From an optimization exercise on the open Yosys and OpenROAD flow, aimed at small area; shortcuts taken in it are not production practice.
In this exercise RTL edits were held to simulation tests only and were not proved equivalent to the original.

==> flow/design.v, too long to show whole: its modules and the start of the top module <==
// module fft: 1723 lines
// module fft_rca: 12 lines
// module fft_fa: 6 lines
module fft(clk,rst,fir_data,fir_valid,fft_data,fft_valid,freq,fft_fin);
  // ...
==> flow/run.sh <==
#!/bin/bash
# synth_recipe.tcl (not shown) runs the flow's synth.tcl, then flattens the netlist and writes it again
# the make line also repeats each setting of config.mk as NAME=value (left out here)
make -C /OpenROAD-flow-scripts/flow DESIGN_CONFIG=/design/flow/config.mk WORK_HOME=/design/flow/orfs CLKGATE_MAP_FILE= SYNTH_SCRIPT=/design/flow/synth_recipe.tcl finish
==> flow/config.mk <==
export PLATFORM = sky130hd
export DESIGN_NAME = fft
export DESIGN_NICKNAME = fft
export VERILOG_FILES = /design/flow/design.v
export SDC_FILE = /design/flow/constraint.sdc
export NUM_CORES = 4
export LEC_CHECK = 0
export CAP_MARGIN = 20
export CORE_MARGIN = 2
export CORE_UTILIZATION = 65
export CTS_CLUSTER_DIAMETER = 50
export CTS_CLUSTER_SIZE = 25
export PLACE_DENSITY = 0.75
export SLEW_MARGIN = 20
export SYNTH_HIERARCHICAL = 1
export SYNTH_MINIMUM_KEEP_SIZE = 0
==> flow/constraint.sdc <==
create_clock -name core_clock -period 12.0 [get_ports {clk}]
set_input_delay 2.4000 -clock core_clock [delete_from_list [all_inputs] [get_ports {clk}]]
set_output_delay 2.4000 -clock core_clock [all_outputs]
set_load 0.01 [all_outputs]
==> flow_summary_export.csv, run 1 <==
group,metric,value,unit
outcome,status,"no timing/DRC/antenna violations",
logic_synthesis,syn_inst,3099,
logic_synthesis,ys.warnings.count,12,
logic_synthesis,synth_top_family_by_area,"adder cells",
critical_path,required,9.60,ns
critical_path,cp-start-kind,"flop",
die,ios,57,
critical_path,cp-startpoint,"cnt[0]",
logic_synthesis,synth_top_area_share,33.4,%
detailed_routing,detail_route.first_pass.iterations,6,
clocking,cts_made_buffers,51,
placement,pre_cts_ws,0.0792,ns
layout,n_all_buffers,127,
clocking,cts_tree,"built",
critical_path,cp-end-kind,"output pin",
placement,portBuffers,56,
layout,multi_input_area,21900,sq um
logic_synthesis,synth_edf_count,0,
global_route,grt_start_max_net_pins,122,
layout,largest_register_ffs,128,
detailed_routing,drc,0,
die,fp-row-count,84,
sta,worstMarginPinSlew,1.09,ns
global_route,use_met2,51.6,%
clocking,postCtsHoldBufs,0,
detailed_routing,wirelength,80800,microns
==> inputs of run 2 (changes only) <==
--- a/flow/config.mk
+++ b/flow/config.mk
@@ -9,6 +9,4 @@
 export CORE_MARGIN = 2
 export CORE_UTILIZATION = 65
-export CTS_CLUSTER_DIAMETER = 50
-export CTS_CLUSTER_SIZE = 25
 export PLACE_DENSITY = 0.75
 export SLEW_MARGIN = 20
==> run 2 against run 1 <==
  * Critical endpoint is now fft_data[15]
  * Utilization hardly changed
  * Flip-flop and latch count unchanged
  * Via count is 0.11% higher
  * Setup slack about the same
  * Clock-buffer cell count up 19
==> flow_summary_export.csv, run 2 <==
group,metric,value,unit
layout,layoutNonFillerInstCount,3890,
layout,utilization,73.0,%
logic_synthesis,synth_largest_area_cell,"fa_1",
critical_path,crit_buf_inv,5,
sta,hold_slack,0.312,ns
clocking,cts_sinks,583,
layout,area_growth,10.4,%
logic_synthesis,synth_ff_type,"dfxtp_1",
logic_synthesis,synth_area,35000,sq um
critical_path,r2r-end,"vrr[23]",
sta,finalWorstSetupSlack,0.279,ns
die,ios,57,
sta,setup_violations,0,
critical_path,cpMostUsedCell,"fa_2",
die,chipWidth,236,microns
critical_path,crit_fanout,3,
die,fp-row-count,84,
logic_synthesis,synthAdderAreaFrac,36.5,%
detailed_routing,wirelength,80700,microns
sta,final_hold_viol_count,0,
critical_path,reg2reg_depth,32,
global_route,globalRouteOverflowTotal,0,
logic_synthesis,synthTopCellsByCount,"fa_1, dfxtp_1, nand2_1",
layout,n_antenna_cell,0,
global_route,grt_usage,30.2,%
layout,drive_gt1_share,11.7,%
critical_path,cp-startpoint,"cnt[0]",
sta,finalCritPeriodShare,97.7,%
placement,pre_cts_ws,0.0792,ns
sta,skew,0.0178,ns
logic_synthesis,postSynthAreaPerCell,11.3,sq um
die,core_area,52900,sq um
placement,post_dp_cell_area,36500,sq um
sta,drv_slew,0,
clocking,cts_tree,"built",
logic_synthesis,synth_top_family_by_area,"adder cells",
global_route,grt_pass1_vias,23900,
logic_synthesis,async_flop_share,0,%
detailed_routing,ant_nets,0,
critical_path,crit_path_end,"fft_data[15]",
layout,top_regs,"f1 x128, f2i x96, f2r x96",
logic_synthesis,ys_ff_latch,583,
die,initial_core_util,66.1,%
critical_path,cp-start-kind,"flop",
sta,period_minus_slack,11.72,ns
critical_path,slowest_stage,"fa_2",
critical_path,cp_num_cells,29,
sta,clock.fmax,85.3,MHz
clocking,clk_latency,0.61,ns
global_route,grt_pass1_wl,130000,microns
clocking,cts_root_buf,"clkbuf_16",
min_path,hp-class,"flop to flop",
placement,place_congestion,0.942,
layout,layout_common_cells,"dfxtp_1, fa_1, nand2_1, inv_1, o21ai_0",
critical_path,cp.arrival,9.32,ns
logic_synthesis,synthSimpleGateAreaFrac,7.75,%
min_path,whs_path_depth,0,
clocking,h-tree-depth,2,
detailed_routing,num_vias,21900,
layout,fin_area,38600,sq um
logic_synthesis,synthDistinctLibCells,52,
logic_synthesis,synth_area_leaders,"fa_1, dfxtp_1, mux2_2",
sta,rsz0062_at_grt,"true",
die,dieArea,55700,sq um
critical_path,rr_startpoint,"cnt[1]",
sta,worstMarginPinSlew,1.08,ns
critical_path,rrSetupSlack,0.40,ns
sta,tns,0,ns
global_route,antenna_found_initial,1,
run,maxCapViolCount,0,
placement,portBuffers,56,
outcome,status,"no timing/DRC/antenna violations",
placement,dpl.hpwl,62800,microns
detailed_routing,drc,0,
logic_synthesis,synth_edf_count,0,
logic_synthesis,synth_xor_area_share,2.71,%
logic_synthesis,ys.warnings.count,12,
clocking,clockBufferDepth,3,
clocking,cts_made_buffers,58,
layout,final_common_cell,"dfxtp_1",
logic_synthesis,synth_top_area_share,33.4,%
global_route,grt_start_max_net_pins,122,
sta,maxSlewHeadroom,27.3,%
logic_synthesis,yosysMostFrequentCell,"fa_1",
logic_synthesis,synthMuxAreaShare,7.90,%
clocking,cts.clk_slew.worst_paths,0.07,ns
layout,largest_register_ffs,128,
layout,fin_nets,3840,
logic_synthesis,ys_seq_area_share,33.4,%
critical_path,critPathKind,"flop to output pin",
detailed_routing,drt-wirelength-per-cell,20.7,microns
detailed_routing,drt_iter0_markers,1640,
critical_path,path_delay_family,"adder cells",
placement,placed_cells,3780,
logic_synthesis,synth_compound_area_share,7.17,%
logic_synthesis,syn_inst,3099,
die,fp.dieH,236,microns
critical_path,cp-end-kind,"output pin",
detailed_routing,via_per_inst,5.62,
detailed_routing,detail_route.first_pass.iterations,6,
layout,fillers,3678,
layout,top_register,"f1",
critical_path,required,9.60,ns
critical_path,slowest_delay,0.54,ns
==> run 2: cell counts after synthesis <==
No cell type changed its count.
==> run 2: area by class of cell <==
type	count	area (sq um)	share of cell area [%]
repair buffers	127	1120	2.91
flip-flops and latches	583	11700	30.3
clock buffers	73	1590	4.12
clock inverters	33	355	0.921
well taps	688	861	2.23
multi-input cells	2112	21900	56.9
inverters	274	1030	2.67
==> run 2: metal layers <==
layer	vias up	part of all wire [%]	track usage (%)
li1	10000	-	-
met1	11100	42	39.7
met2	596	49	51.3
met3	181	4.7	3.94
met4	2	3.8	11.5
met5	-	0.015	0
==> run 2: kinds of logic (layout without fill, tap and decap cells) <==
family	after synthesis	after routing
other	2	22
AND/OR/NAND/NOR	617	617
adder cells (fa/ha/maj)	669	669
AO/OA/AOI/OAI	437	437
multiplexers	259	259
buffers and inverters	424	507
flip-flops	583	583
XOR/XNOR	108	108
==> run 2: modules after synthesis (local to each module, per instance), excerpt <==
| module | copies in the design | cell area (sq um) |
|---|---|---|
| fft_fa | 584 | 20.0 |
| fft | 1 | 23300 |
==> run 2: how the worst min path moves through the flow <==
stage	from	endpoint	slack, ns
finish	f2r[1][19]	f2r[2][19]	0.31
global route	f2r[1][19]	f2r[2][19]	0.32
CTS	f2r[1][19]	f2r[2][19]	0.31
detailed placement	f1[3][2]	f1[4][2]	0.31
global placement	f2r[1][14]	f2r[2][14]	0.31
floorplan	f1[0][0]	f1[1][0]	0.31
==> run 2: what timing repair did <==
action                                  4_1_cts  5_1_grt
endpoints found under the hold margin         0        0
pin swaps                                     1        6
hold buffers                                  0        0
resized for setup                            30       34
buffers inserted                              0        4
endpoints found under the setup margin        4        7

==> port drivers added, routing unchanged <==
No port has a modelled driver above. Below, the same layouts with a new extraction and two added sets of constraints.
Step 1 assumes that a clkbuf_16 drives the clock port and a buf_2 every other input.
Step 2, shift: input delay + t, output delay - t, t = (earliest + latest rising clock arrival at the registers) / 2. This alone moves slack from input paths to output paths.
a / b / c = ideal / step 1 / step 2; a / b = the first two.
run | shift t [ns] | setup WS [ns] | clock arrival spread, ns | worst slew at a driven data input, ns | cell pins on the clock port's net
run 1 | 0.666 | 0.279 / 0.216 / 0.477 | 0.030 / 0.030 | 0.04 | 1
run 2 | 0.665 | 0.279 / 0.218 / 0.399 | 0.021 / 0.020 | 0.04 | 1
After both steps setup and hold are still met in every run listed.
